Source: an optimization exercise on an open RTL-to-GDS flow (aim: a short achievable clock period and few clock cycles). Production flows keep margins and buffers that such runs may drop. The RTL was checked by simulation tests, not by an equivalence proof against the original design. No activity file was given, so power comes from the tool's default toggle rates.

--- design/flow/flow/run.sh ---
#!/bin/bash
# The standard layout, with two changes to how it is made:
#  - the resizer is asked to leave 16.5 ns of setup slack at the design's
#    22 ns clock, so that it sizes and buffers for paths of about 5.5 ns;
#  - the port buffers are sky130_fd_sc_hd__buf_4 instead of the default pick.
# Each step's full output goes to a log file of its own here.
set -euo pipefail
bash standard.sh synth > synth.log 2>&1
bash standard.sh SETUP_SLACK_MARGIN=16.5 "BUFFER_PORTS_ARGS=-buffer_cell sky130_fd_sc_hd__buf_4" finish > layout.log 2>&1
--- design/flow/standard.sh ---
#!/bin/bash
# synth_recipe.tcl (not shown) runs the flow's synth.tcl, then flattens the netlist and writes it again
# the make line also repeats each setting of config.mk as NAME=value (left out here)
make -C /OpenROAD-flow-scripts/flow DESIGN_CONFIG=/design/flow/config.mk WORK_HOME=/design/flow/orfs CLKGATE_MAP_FILE= SYNTH_SCRIPT=/design/flow/synth_recipe.tcl "${@:-finish}"
--- design/flow/config.mk ---
export PLATFORM = sky130hd
export DESIGN_NAME = CPU
export DESIGN_NICKNAME = CPU
export VERILOG_FILES = /design/flow/design.v
export SDC_FILE = /design/flow/constraint.sdc
export NUM_CORES = 4
export LEC_CHECK = 0
export ABC_CLOCK_PERIOD_IN_PS = 5000
export CAP_MARGIN = 40
export CORE_MARGIN = 2
export CORE_UTILIZATION = 20
export PLACE_DENSITY = 0.35
export SLEW_MARGIN = 40
--- design/flow/constraint.sdc ---
create_clock -name core_clock -period 22.0 [get_ports {clock}]
set_input_delay 4.4000 -clock core_clock [delete_from_list [all_inputs] [get_ports {clock}]]
set_output_delay 4.4000 -clock core_clock [all_outputs]
set_load 0.01 [all_outputs]
--- design/flow/design.v ---
module CPU(
	input logic clock,
	input logic reset,
	output logic [7:0] mem_addr,
	output logic mem_wr,
	output logic [31:0] mem_wdata,
	input logic [31:0] mem_rdata
);
localparam integer QD = 6;    
logic [7:0]  addr_r;
logic        wr_r;
logic [31:0] wdata_r;
logic        a_f, m1_f, m2_f;        
logic        a_l, m1_l, m2_l;        
logic [4:0]  a_ld, m1_ld, m2_ld;     
logic [1:0]  a_lt, m1_lt, m2_lt;     
logic        a_r, m1_r, m2_r;        
logic        rmw_busy;               
logic [1:0]  rmw_kind;               
logic [7:0]  rmw_addr;
logic [15:0] rmw_data;
logic        rmw_hold;               
logic [31:0] rmw_word;
logic [7:0]  fp;                     
logic        fpi;                    
logic [7:0]  m1_pc, m2_pc, m2_pc4;    
logic [7:0]  ras;                    
logic        jr_pend;                
logic [7:0]  jr_pt;                  
logic [QD-1:0] qtj;                  
logic [QD-1:0] qpj;                  
logic        a_alt, m1_alt, m2_alt;  
logic        dp_pend;                
logic [7:0]  dp_tgt;                 
logic        alt_v;                  
logic [31:0] alt_buf;
logic [QD-1:0] qdp;                  
logic        wb_v;                   
logic [4:0]  wb_dst;
logic [31:0] wb_val;
logic [31:0] pc;                     
logic [QD-1:0][31:0] q;
logic [2:0]  qcnt;
logic [31:0][31:0] rf;               
logic [31:0] rf_ok;                  
logic [31:0] p_rs, p_rt;
integer i;
assign mem_addr  = addr_r;
assign mem_wr    = wr_r;
assign mem_wdata = wdata_r;
logic [31:0] ir;
logic        iv;
assign ir = q[0];
assign iv = (qcnt != 3'd0);
logic [5:0]  op, fn;
logic [4:0]  rs, rt, rd, sh;
logic [15:0] imm;
assign op  = ir[31:26];
assign rs  = ir[25:21];
assign rt  = ir[20:16];
assign rd  = ir[15:11];
assign sh  = ir[10:6];
assign fn  = ir[5:0];
assign imm = ir[15:0];
logic isR;
assign isR = (op == 6'h00);
logic r_add, r_sub, r_and, r_slt, r_sll, r_srl, r_sra, r_sllv, r_srav, r_jr, r_brk;
assign r_add  = isR & (fn == 6'h20);
assign r_sub  = isR & (fn == 6'h22);
assign r_and  = isR & (fn == 6'h24);
assign r_slt  = isR & (fn == 6'h2a);
assign r_sll  = isR & (fn == 6'h00);
assign r_srl  = isR & (fn == 6'h02);
assign r_sra  = isR & (fn == 6'h03);
assign r_sllv = isR & (fn == 6'h04);
assign r_srav = isR & (fn == 6'h07);
assign r_jr   = isR & (fn == 6'h08);
assign r_brk  = isR & (fn == 6'h0d);
logic i_addi, i_addiu, i_slti, i_lui, i_lw, i_lh, i_lb, i_sw, i_sh, i_sb;
logic i_beq, i_bne, i_bgt, i_ble, i_j, i_jal, i_inc, i_dec;
assign i_addi  = (op == 6'h08);
assign i_addiu = (op == 6'h09);
assign i_slti  = (op == 6'h0a);
assign i_lui   = (op == 6'h0f);
assign i_lw    = (op == 6'h23);
assign i_lh    = (op == 6'h21);
assign i_lb    = (op == 6'h20);
assign i_sw    = (op == 6'h2b);
assign i_sh    = (op == 6'h29);
assign i_sb    = (op == 6'h28);
assign i_beq   = (op == 6'h04);
assign i_bne   = (op == 6'h05);
assign i_ble   = (op == 6'h06);
assign i_bgt   = (op == 6'h07);
assign i_j     = (op == 6'h02);
assign i_jal   = (op == 6'h03);
assign i_inc   = (op == 6'h10);
assign i_dec   = (op == 6'h11);
logic is_load, is_rmw, is_mem, is_br, r_alu, i_alu;
assign is_load = i_lw | i_lh | i_lb;
assign is_rmw  = i_sh | i_sb | i_inc | i_dec;
assign is_mem  = is_load | i_sw | is_rmw;
assign is_br   = i_beq | i_bne | i_bgt | i_ble;
assign r_alu   = r_add | r_sub | r_and | r_slt | r_sll | r_srl | r_sra | r_sllv | r_srav;
assign i_alu   = i_addi | i_addiu | i_slti | i_lui;
logic uses_rs, uses_rt, writes;
logic [4:0] dst;
assign uses_rs = r_add | r_sub | r_and | r_slt | r_sllv | r_srav | r_jr |
                 i_addi | i_addiu | i_slti | is_load | i_sw | i_sh | i_sb | is_br;
assign uses_rt = r_alu | i_sw | i_sh | i_sb | is_br;
assign writes  = r_alu | i_alu | is_load | i_jal;
assign dst     = r_alu ? rd : (i_jal ? 5'd31 : rt);
function automatic logic hit(input logic v, input logic [4:0] d,
                             input logic urs, input logic [4:0] s,
                             input logic urt, input logic [4:0] t,
                             input logic w, input logic [4:0] x);
	hit = v & ((urs & (s == d)) | (urt & (t == d)) | (w & (x == d)));
endfunction
logic hazard, go;
assign hazard = hit(a_l,  a_ld,  uses_rs, rs, uses_rt, rt, writes, dst) |
                hit(m1_l, m1_ld, uses_rs, rs, uses_rt, rt, writes, dst) |
                hit(m2_l, m2_ld, uses_rs, rs, uses_rt, rt, writes, dst);
assign go = iv & ~hazard & ~(is_mem & rmw_busy) & ~r_brk;
logic [31:0][31:0] rfv;
logic [31:0] rsv, rtv, rs_rf, rt_rf, zimm;
always @* begin
	for (i = 0; i < 32; i = i + 1)
		rfv[i] = rf_ok[i] ? rf[i] : ((i == 29) ? 32'd227 : 32'd0);
	rs_rf = 32'd0;
	rt_rf = 32'd0;
	for (i = 0; i < 32; i = i + 1) begin
		rs_rf = rs_rf | (rfv[i] & {32{p_rs[i]}});
		rt_rf = rt_rf | (rfv[i] & {32{p_rt[i]}});
	end
end
assign rsv = (wb_v && wb_dst == rs) ? wb_val : rs_rf;
assign rtv = (wb_v && wb_dst == rt) ? wb_val : rt_rf;
assign zimm = {16'd0, imm};
logic [31:0] sum_i, sum_r, dif_r;
assign sum_i = rsv + zimm;
assign sum_r = rsv + rtv;
assign dif_r = rsv - rtv;
logic lt_r, lt_i, gt_r, eq_r, ovf_i;
assign lt_r  = (rsv[31] != rtv[31]) ? rsv[31] : (rsv < rtv);
assign gt_r  = (rsv[31] != rtv[31]) ? rtv[31] : (rsv > rtv);
assign lt_i  = rsv[31] | (rsv < zimm);
assign eq_r  = (rsv == rtv);
assign ovf_i = ~rsv[31] & sum_i[31];
logic        sh_var;
logic [31:0] sh_in;
logic [4:0]  sh_n;
logic [31:0] sh_l, sh_r, sh_a;
assign sh_var = r_sllv | r_srav;
assign sh_in  = sh_var ? rsv : rtv;
assign sh_n   = sh_var ? rtv[4:0] : sh;
assign sh_l   = sh_in << sh_n;
assign sh_a   = (sh_in >> sh_n) | (sh_in[31] ? ~(32'hffffffff >> sh_n) : 32'd0);
assign sh_r   = (r_sra | r_srav) ? sh_a : (sh_in >> sh_n);
logic [31:0] pc4, br_t, j_t;
assign pc4  = pc + 32'd4;
assign br_t = pc4 + {14'd0, imm, 2'b00};
assign j_t  = {pc4[31:28], ir[25:0], 2'b00};
logic [9:0]  p_op;                   
assign p_op = {i_jal, i_lui, i_slti, r_srl | r_sra | r_srav, r_sll | r_sllv,
               r_slt, r_and, r_sub, r_add, i_addi | i_addiu};
logic xw;                            
assign xw = go & (r_alu | i_alu | i_jal);
logic [31:0] xres;
assign xres = ({32{p_op[0]}} & ((i_addi & ovf_i) ? rtv : sum_i)) |   
              ({32{p_op[1]}} & sum_r) |
              ({32{p_op[2]}} & dif_r) |
              ({32{p_op[3]}} & (rsv & rtv)) |
              ({32{p_op[4]}} & {31'd0, lt_r}) |
              ({32{p_op[5]}} & sh_l) |
              ({32{p_op[6]}} & sh_r) |
              ({32{p_op[7]}} & {31'd0, lt_i}) |
              ({32{p_op[8]}} & {imm, 16'd0}) |
              ({32{p_op[9]}} & pc4);
logic taken;
assign taken = (i_beq & eq_r) | (i_bne & ~eq_r) | (i_bgt & gt_r) | (i_ble & ~gt_r) |
               i_j | i_jal | r_jr;
logic [31:0] tgt;
always @* begin
	if (r_jr)             tgt = rsv;
	else if (i_j | i_jal) tgt = j_t;
	else                  tgt = br_t;
end
logic redirect;
assign redirect = go & ((i_beq & eq_r) | (i_bne & ~eq_r & ~qdp[0]) | (i_bgt & gt_r) | (i_ble & ~gt_r) |
                        ((i_j | i_jal) & ~qtj[0]) |
                        (r_jr & ~(qpj[0] & (rsv[7:0] == jr_pt))));
logic [7:0] ea;
assign ea = rsv[7:0] + imm[7:0];
function automatic logic [31:0] onehot(input logic [4:0] r);
	onehot = 32'd1 << r;
endfunction
logic dp_x, dp_tk, dp_nt;            
assign dp_x  = go & qdp[0];
assign dp_tk = dp_x & ~eq_r;
assign dp_nt = dp_x & eq_r;
logic m2_push, m2_altcap;
assign m2_push   = m2_f & ~redirect & (m2_alt ? dp_tk : ~dp_tk);
assign m2_altcap = m2_f & m2_alt & ~redirect & ~dp_x;
logic [31:0] q0_next;
assign q0_next = dp_tk ? (alt_v ? alt_buf : mem_rdata) :
                 ((m2_push && cnt_pop == 3'd0) ? mem_rdata : (go ? q[1] : q[0]));
logic rmw_wr_now;
assign rmw_wr_now = (m2_r & ~rmw_kind[1]) | rmw_hold;
logic x_mem;
assign x_mem = go & is_mem;
logic [2:0] cnt_pop;
assign cnt_pop = qcnt - {2'd0, go};
logic [2:0] credit;
assign credit = cnt_pop + {2'd0, m2_f} + {2'd0, a_f} + {2'd0, m1_f};
logic port_free, seq_now;
assign port_free = ~rmw_wr_now & ~x_mem;
assign seq_now   = port_free & (redirect | dp_tk | ((~dp_pend | dp_nt) & (credit < QD)));
logic m2_ok, m2_isj, m2_isjal, m2_isjr, m2_take, m2_dp;
logic [7:0] m2_tgt, m2_btgt;
assign m2_ok    = m2_f & ~redirect & ~dp_pend & port_free & (a_f | m1_f | (cnt_pop < QD - 1));
assign m2_dp    = m2_f & ~redirect & ~dp_pend & port_free & (mem_rdata[31:26] == 6'h05);
assign m2_btgt  = m2_pc4 + {mem_rdata[5:0], 2'b00};
assign m2_isj   = (mem_rdata[31:27] == 5'b00001);
assign m2_isjal = m2_isj & mem_rdata[26];
assign m2_isjr  = (mem_rdata[31:26] == 6'd0) & (mem_rdata[5:0] == 6'h08) & ~jr_pend;
assign m2_take  = m2_ok & (m2_isj | m2_isjr);
assign m2_tgt   = m2_isj ? {mem_rdata[5:0], 2'b00} : ras;
logic [7:0] nfa;                     
assign nfa = fpi ? fp + 8'd4 : fp;
logic [31:0] ldata;
always @* begin
	case (m2_lt)
		2'd1:    ldata = {16'd0, mem_rdata[15:0]};
		2'd2:    ldata = {24'd0, mem_rdata[7:0]};
		default: ldata = mem_rdata;
	endcase
end
always_ff @(posedge clock or posedge reset) begin
	if (reset) begin
		addr_r  <= 8'd0;
		wr_r    <= 1'b0;
		a_f <= 1'b1; m1_f <= 1'b0; m2_f <= 1'b0;
		a_l <= 1'b0; m1_l <= 1'b0; m2_l <= 1'b0;
		a_r <= 1'b0; m1_r <= 1'b0; m2_r <= 1'b0;
		rmw_busy <= 1'b0;
		rmw_kind <= 2'd0;
		rmw_hold <= 1'b0;
		fp <= 8'd0;
		fpi <= 1'b1;
		wb_v <= 1'b0;
		m1_pc <= 8'd0; m2_pc <= 8'd0; m2_pc4 <= 8'd4;
		ras <= 8'd0;
		jr_pend <= 1'b0;
		jr_pt <= 8'd0;
		qtj <= '0;
		qpj <= '0;
		qdp <= '0;
		a_alt <= 1'b0; m1_alt <= 1'b0; m2_alt <= 1'b0;
		dp_pend <= 1'b0;
		dp_tgt <= 8'd0;
		alt_v <= 1'b0;
		pc <= 32'd0;
		qcnt <= 3'd0;
	end else begin
		m1_f <= a_f & (a_alt ? ~(redirect | dp_nt) : ~(redirect | m2_take | dp_tk));
		m2_f <= m1_f & (m1_alt ? ~(redirect | dp_nt) : ~(redirect | m2_take | dp_tk));
		m1_alt <= a_alt & ~dp_x;
		m2_alt <= m1_alt & ~dp_x;
		a_alt <= 1'b0;
		if (redirect | dp_x)
			dp_pend <= 1'b0;
		else if (m2_dp)
			dp_pend <= 1'b1;
		if (m2_dp) dp_tgt <= m2_btgt;
		if (redirect | dp_x)
			alt_v <= 1'b0;
		else if (m2_altcap)
			alt_v <= 1'b1;
		m1_pc <= addr_r; m2_pc <= m1_pc;
		m2_pc4 <= m1_pc + 8'd4;
		if (m2_f & ~redirect & ~dp_pend & m2_isjal) ras <= m2_pc4;
		if (redirect | (go & qpj[0]))
			jr_pend <= 1'b0;
		else if (m2_take & m2_isjr)
			jr_pend <= 1'b1;
		if (m2_take & m2_isjr) jr_pt <= ras;
		for (i = 0; i < QD; i = i + 1) begin
			if (dp_tk) begin
				qtj[i] <= 1'b0;
				qpj[i] <= 1'b0;
				qdp[i] <= 1'b0;
			end else if (m2_push && cnt_pop == i) begin
				qtj[i] <= m2_take & m2_isj;
				qpj[i] <= m2_take & ~m2_isj;
				qdp[i] <= m2_dp;
			end else if (go && i < QD - 1) begin
				qtj[i] <= qtj[i + 1];
				qpj[i] <= qpj[i + 1];
				qdp[i] <= qdp[i + 1];
			end
		end
		wb_v <= xw;
		m1_l <= a_l;   m2_l <= m1_l;
		m1_r <= a_r;   m2_r <= m1_r;
		a_f <= 1'b0;
		a_l <= 1'b0;
		a_r <= 1'b0;
		wr_r <= 1'b0;
		rmw_hold <= m2_r & rmw_kind[1];
		if (rmw_wr_now) begin
			addr_r  <= rmw_addr;
			wr_r    <= 1'b1;
			rmw_busy <= 1'b0;
		end else if (x_mem) begin
			if (is_load) begin
				addr_r <= ea;
				a_l <= 1'b1;
			end else if (i_sw) begin
				addr_r  <= ea;
				wr_r    <= 1'b1;
			end else begin
				addr_r   <= (i_inc | i_dec) ? ir[7:0] : ea;
				a_r      <= 1'b1;
				rmw_busy <= 1'b1;
				rmw_kind <= i_sh ? 2'd0 : (i_sb ? 2'd1 : (i_inc ? 2'd2 : 2'd3));
			end
		end else if (m2_take) begin
			addr_r <= m2_tgt;
			a_f    <= 1'b1;
		end else if (m2_dp) begin
			addr_r <= m2_btgt;
			a_f    <= 1'b1;
			a_alt  <= 1'b1;
		end else if (seq_now) begin
			addr_r <= redirect ? tgt[7:0] : (dp_tk ? dp_tgt + 8'd4 : nfa);
			a_f    <= 1'b1;
		end
		if (m2_take) begin
			fp  <= m2_tgt;
			fpi <= 1'b1;
		end else if (redirect) begin
			fp  <= tgt[7:0];
			fpi <= seq_now;
		end else if (dp_tk) begin
			fp  <= seq_now ? dp_tgt + 8'd4 : dp_tgt;
			fpi <= 1'b1;
		end else if (seq_now & ~m2_dp) begin
			fp  <= nfa;
			fpi <= 1'b1;
		end
		if (go)
			pc <= taken ? tgt : pc4;
		if (redirect)
			qcnt <= 3'd0;
		else if (dp_tk)
			qcnt <= {2'd0, alt_v | m2_push};
		else
			qcnt <= cnt_pop + {2'd0, m2_push};
	end
end
always_ff @(posedge clock) begin
	m1_ld <= a_ld; m2_ld <= m1_ld;
	m1_lt <= a_lt; m2_lt <= m1_lt;
	if (m2_r) rmw_word <= mem_rdata;
	if (rmw_wr_now) begin
		case (rmw_kind)
			2'd0: wdata_r <= {mem_rdata[31:16], rmw_data};
			2'd1: wdata_r <= {mem_rdata[31:8], rmw_data[7:0]};
			2'd2: wdata_r <= rmw_word + 32'd1;
			default: wdata_r <= rmw_word - 32'd1;
		endcase
	end else if (x_mem) begin
		if (is_load) begin
			a_ld <= rt;
			a_lt <= i_lw ? 2'd0 : (i_lh ? 2'd1 : 2'd2);
		end else if (i_sw) begin
			wdata_r <= rtv;
		end else begin
			rmw_addr <= (i_inc | i_dec) ? ir[7:0] : ea;
			rmw_data <= rtv[15:0];
		end
	end
	wb_dst <= dst;
	wb_val <= xres;
	if (m2_altcap) alt_buf <= mem_rdata;
	p_rs <= onehot(q0_next[25:21]);
	p_rt <= onehot(q0_next[20:16]);
	for (i = 0; i < QD; i = i + 1) begin
		if (i == 0 && dp_tk)
			q[i] <= alt_v ? alt_buf : mem_rdata;
		else if (m2_push && cnt_pop == i)
			q[i] <= mem_rdata;
		else if (go && i < QD - 1)
			q[i] <= q[i + 1];
	end
end
always_ff @(posedge clock) begin
	for (i = 0; i < 32; i = i + 1) begin
		if (m2_l && m2_ld == i)
			rf[i] <= ldata;
		else if (wb_v && wb_dst == i)
			rf[i] <= wb_val;
	end
end
always_ff @(posedge clock or posedge reset) begin
	if (reset)
		rf_ok <= 32'd0;
	else
		for (i = 0; i < 32; i = i + 1)
			if ((m2_l && m2_ld == i) || (wb_v && wb_dst == i))
				rf_ok[i] <= 1'b1;
end
endmodule
==> results.json <==
{
  "status": "no timing/DRC/antenna violations",
  "min_period_over_period_pct": 28.3,
  "grt_pass1_vias": 95400,
  "rsz0062_at_grt": "true",
  "avgSynthCellArea_sq_um": 9.13,
  "crit_slowest_cell": "dfxtp_4",
  "cp-end-kind": "register",
  "hold_depth": 0,
  "synth_cell_type_count": 105,
  "clock.fmax_mhz": 161,
  "die_area_sq_um": 490000,
  "crit_top_cell": "buf_6",
  "critPathMaxFanout": 18,
  "multi_input_area_sq_um": 51800,
  "ys_seq_area_share_pct": 48.1,
  "synthCells": 10600,
  "async_reset_ff_share_pct": 10.1,
  "r2r_end": "p_rt[1]$_SDFF_PP0_",
  "initial_utilization_pct": 20.1,
  "synth-edff-count": 1333,
  "wl_per_cell_um": 42.7,
  "timing.rr.start": "p_rs[5]$_SDFF_PP0_",
  "nets": 11100,
  "slowest_delay_ps": 740,
  "fin_tns_setup_ps": 0,
  "cts_root_buf": "clkbuf_16",
  "cts_sinks": 1621,
  "ys_warn_count": 5,
  "tightestPinTransition_ps": 1000,
  "r2r_slack_ps": 15770,
  "worstHoldPathType": "reg2reg",
  "combPwrFrac_pct": 69.7,
  "gp_congestion": 1.00,
  "p_int_mw": 12.8,
  "grt-ovfl-total": 0,
  "syn_area_sq_um": 96800,
  "avgViaCountPerCell": 5.95,
  "wirelength_mm": 748,
  "slew_viol_final": 0,
  "worstPathCellList": "buf_6, nand3_1, nand4_1, nor4_2, a31oi_1, buf_4, ha_2, inv_1, nand4_1, nor2_2, a31oi_4, a21oi_4, a211oi_4, or4_4, nand4_4, buf_12, nand2b_4, buf_6, o221ai_4, buf_6, or3_4, nor2_4",
  "area_growth_pct": 31.8,
  "synth_seq_cells": 1621,
  "powerDensity_nw_per_um2": 217,
  "clk_latency_ps": 1060,
  "holdPathEnd": "m2_lt[1]$_DFF_P_",
  "arrival_ps": 7070,
  "switching_share_pct": 54.0,
  "setup_viol": 0,
  "path_clk_slew_ps": 60,
  "finClkSkew_ps": 170,
  "worst-setup-path-type": "reg2reg",
  "drt_iter0_markers": 18900,
  "vdd.ir_drop.worst_mv": 0.193,
  "clkPwrFrac_pct": 12.8,
  "hpwl_mm": 467,
  "dp_cells": 16500,
  "grt_start_max_net_pins": 64,
  "io_buffers": 74,
  "seqPwrFrac_pct": 17.4,
  "vias": 104000,
  "postRouteAntennaNets": 0,
  "route.detailed.drc": 0,
  "die_h_um": 700,
  "cts_tree": "yes",
  "timing_hold_violations_final": 0,
  "regArea_sq_um": 46900,
  "core-area_sq_um": 482000,
  "antenna_found_initial": 70,
  "cap_violations": 0,
  "syn_nets": 10800,
  "numCtsBuffers": 206,
  "synth_ff_type": "edfxtp_1",
  "worstSetupStartpointType": "register",
  "required_ps": 22840,
  "final_cells": 17500,
  "rows": 255,
  "period_needed_ps": 6230,
  "fp.dieW_um": 700,
  "hp-start": "m1_lt[1]$_DFF_P_",
  "grt_pass1_wl_mm": 957,
  "worstRegToRegCells": 22,
  "relSlewSlack_pct": 33.2,
  "firstDrtPassIters": 10,
  "clk_path_buf_depth": 4,
  "switchingPower_mw": 15.0,
  "pin_count": 75,
  "drive_gt1_share_pct": 25.5,
  "grt_usage_pct": 29.0,
  "leakagePower_nw": 44.4,
  "fillers": 50800,
  "h-tree-depth": 4
}
==> worst max path at each step <==
stage | slack, ps | startpoint | end | cells after the start
6_report | 15770 | p_rs[5]$_SDFF_PP0_ | p_rt[1]$_SDFF_PP0_ | 22
5_1_grt | 15820 | rf_ok[25]$_DFFE_PP0P_ | p_rt[1]$_SDFF_PP0_ | 25
4_1_cts | 15940 | rf_ok[21]$_DFFE_PP0P_ | q[52]$_DFFE_PP_ | 24
3_5_place_dp | 12980 | q[20]$_DFF_P_ | q[61]$_DFFE_PP_ | 20
3_3_place_gp | 12680 | q[24]$_DFF_P_ | wb_val[29]$_DFF_P_ | 28
2_1_floorplan | 15530 | reset | a_alt$_DFF_PP0_ | 1
==> power by group through the flow <==
stage	clock network [mW]	registers, mW	logic, mW
detailed placement	0	5.03	13.9
global route	3.69	4.83	19.6
global placement	0	5.03	13.9
finish	3.56	4.84	19.4
CTS	3.60	4.78	17.3
floorplan	0	4.41	7.46
==> state kept, by name, summed over array words and instances (netlist names), 16 cells and up <==
name      count
p_rt         32
alt_buf      32
p_rs         32
rf_ok        32
rmw_word     32
q           192
wdata_r      32
rf         1024
pc           32
wb_val       32
rmw_data     16
==> per-layer routing <==
layer  GRT usage, %  share of wire [%]
met3           10.3                 12
met5          0.490               0.11
met2           42.1                 41
met1           36.0                 38
met4           19.6                8.5
==> per-stage QoR <==
stage	util, %	power, mW	worst slack [ps]	area, sq um	hold WS, ps
final	26.5	27.8	15770	128000	325
after global routing	26.5	28.1	15820	128000	341
after CTS	25.8	25.7	15940	124000	327
after detailed placement	22.3	18.9	12980	107000	320
after global placement	22.1	18.9	12680	107000	318
after floorplan	-	11.9	15530	97900	310
==> synthesized netlist by cell type (28+ instances only) <==
master | n | area share (%)
xnor2_1 | 131 | 1.2
a21oi_1 | 253 | 1.3
ha_1 | 158 | 2.0
mux2_2 | 378 | 4.4
nor2b_1 | 41 | 0.26
and2_1 | 41 | 0.26
nand4_1 | 506 | 3.3
a211oi_1 | 56 | 0.43
clkbuf_1 | 818 | 3.2
and3_1 | 41 | 0.26
or2_2 | 42 | 0.27
nand3_1 | 1983 | 10
nand2_1 | 1261 | 4.9
dfxtp_1 | 125 | 2.6
inv_1 | 158 | 0.61
a22oi_1 | 81 | 0.63
edfxtp_1 | 1333 | 41
mux2i_1 | 130 | 1.3
o211ai_1 | 57 | 0.44
buf_2 | 49 | 0.25
o221ai_1 | 29 | 0.26
a31oi_1 | 102 | 0.66
nor4_1 | 145 | 0.94
a32oi_1 | 44 | 0.40
o22ai_1 | 28 | 0.18
or3_1 | 30 | 0.19
nor2_1 | 392 | 1.5
dfrtp_1 | 160 | 4.1
buf_1 | 219 | 0.85
o21ai_0 | 1081 | 5.6
nor3_1 | 184 | 0.95
o21bai_1 | 28 | 0.22
nand2b_1 | 37 | 0.24
xor2_1 | 91 | 0.82
o32ai_1 | 30 | 0.27
a21o_1 | 41 | 0.32
==> layout make-up <==
cell class              instances  area share, %
multi-input cells            7749           40.6
flip-flops and latches       1621           36.8
repair buffers               1129           10.3
well taps                    6425           6.30
clock buffers                 272           4.46
clock inverters               113          0.832
inverters                     166          0.581
diodes                         51          0.100
repair inverters                4         0.0245
==> critical path: cells and delay by family, from the launching register on <==
kind	cells	cell delay, ps
simple gates	10	2510
buf+inv	6	1240
compound gates	5	1000
flops	1	740
fa+ha+maj	1	390
==> what timing repair did <==
action,4_1_cts,5_1_grt
setup buffers,410,134
gates cloned,63,14
endpoints found under the setup margin,672,634
resized for setup,1182,416
pin swaps,229,175
hold buffers,0,0
hold endpoints to repair,0,0
==> logic make-up (layout without fill, tap and decap cells) <==
kind of cell / Yosys count / in the layout / share of synthesized area [%]
and+or+nand+nor: 4766 / 4778 / 23.9
xor gates and xnor gates: 223 / 223 / 2.02
DFF: 1621 / 1621 / 48.1
other: 0 / 51 / 0
muxes: 516 / 516 / 5.86
adders and majority gates: 166 / 166 / 2.21
AOI/OAI and AO/OA: 2062 / 2066 / 12.9
buffers and inverters: 1254 / 1684 / 4.94
==> placed cells by master, fill, tap and decap left out, types with 39 or more instances in the layout <==
cell type  count
a211oi_1      42
a21o_1        41
a21oi_1      215
a22oi_1       51
a31oi_1       40
a32oi_1       39
buf_12       121
buf_16        54
buf_4        570
buf_6        296
buf_8         56
clkbuf_1      43
clkbuf_16    222
clkinv_2      41
dfrtp_1      122
dfxtp_1       42
dfxtp_2       47
diode_2       51
edfxtp_1    1333
ha_1         115
inv_1        135
mux2_2       311
mux2_4        72
mux2i_1      123
nand2_1     1188
nand2_4       44
nand3_1     1952
nand4_1      506
nor2_1       306
nor2_4        52
nor3_1       168
nor4_1        48
nor4_2        45
nor4_4        55
o211ai_1      57
o21ai_0      970
o21ai_4       46
or2_2         42
xnor2_1      118
xor2_1        89
Testbench counts, summed over its fixed seeds: cycles 43,758.

-- separate check: timing with driven ports --
In the flow no input, the clock included, has a driving cell. The finished layout below was timed again as built, in two steps. Step 1 (the two cells are an assumption about what drives the block):
set clk [get_ports {clock}]
set_driving_cell -lib_cell sky130_fd_sc_hd__clkbuf_16 $clk
set_driving_cell -lib_cell sky130_fd_sc_hd__buf_2 [delete_from_list [all_inputs] $clk]
Step 2 moves the port delays by t, midway between the first and last clock arrival at a register: inputs arrive t later, outputs are due t later. That takes back most of the time a late clock gives input paths. Slacks: ideal ports / drivers / drivers and shift; pairs: ideal ports / drivers.
t (ns): 1.075
setup slack, ns: 15.770 / 15.770 / 15.193
worst hold slack (ns): 0.325 / 0.325 / 0.325
slew at the worst register clock pin (ns): 0.07 / 0.07
pins driven straight from the clock port: 1
After both steps this run still meets setup and hold. For this run, drivers alone change the setup slack by 0.000 ns; drivers and shift together by -0.577 ns.
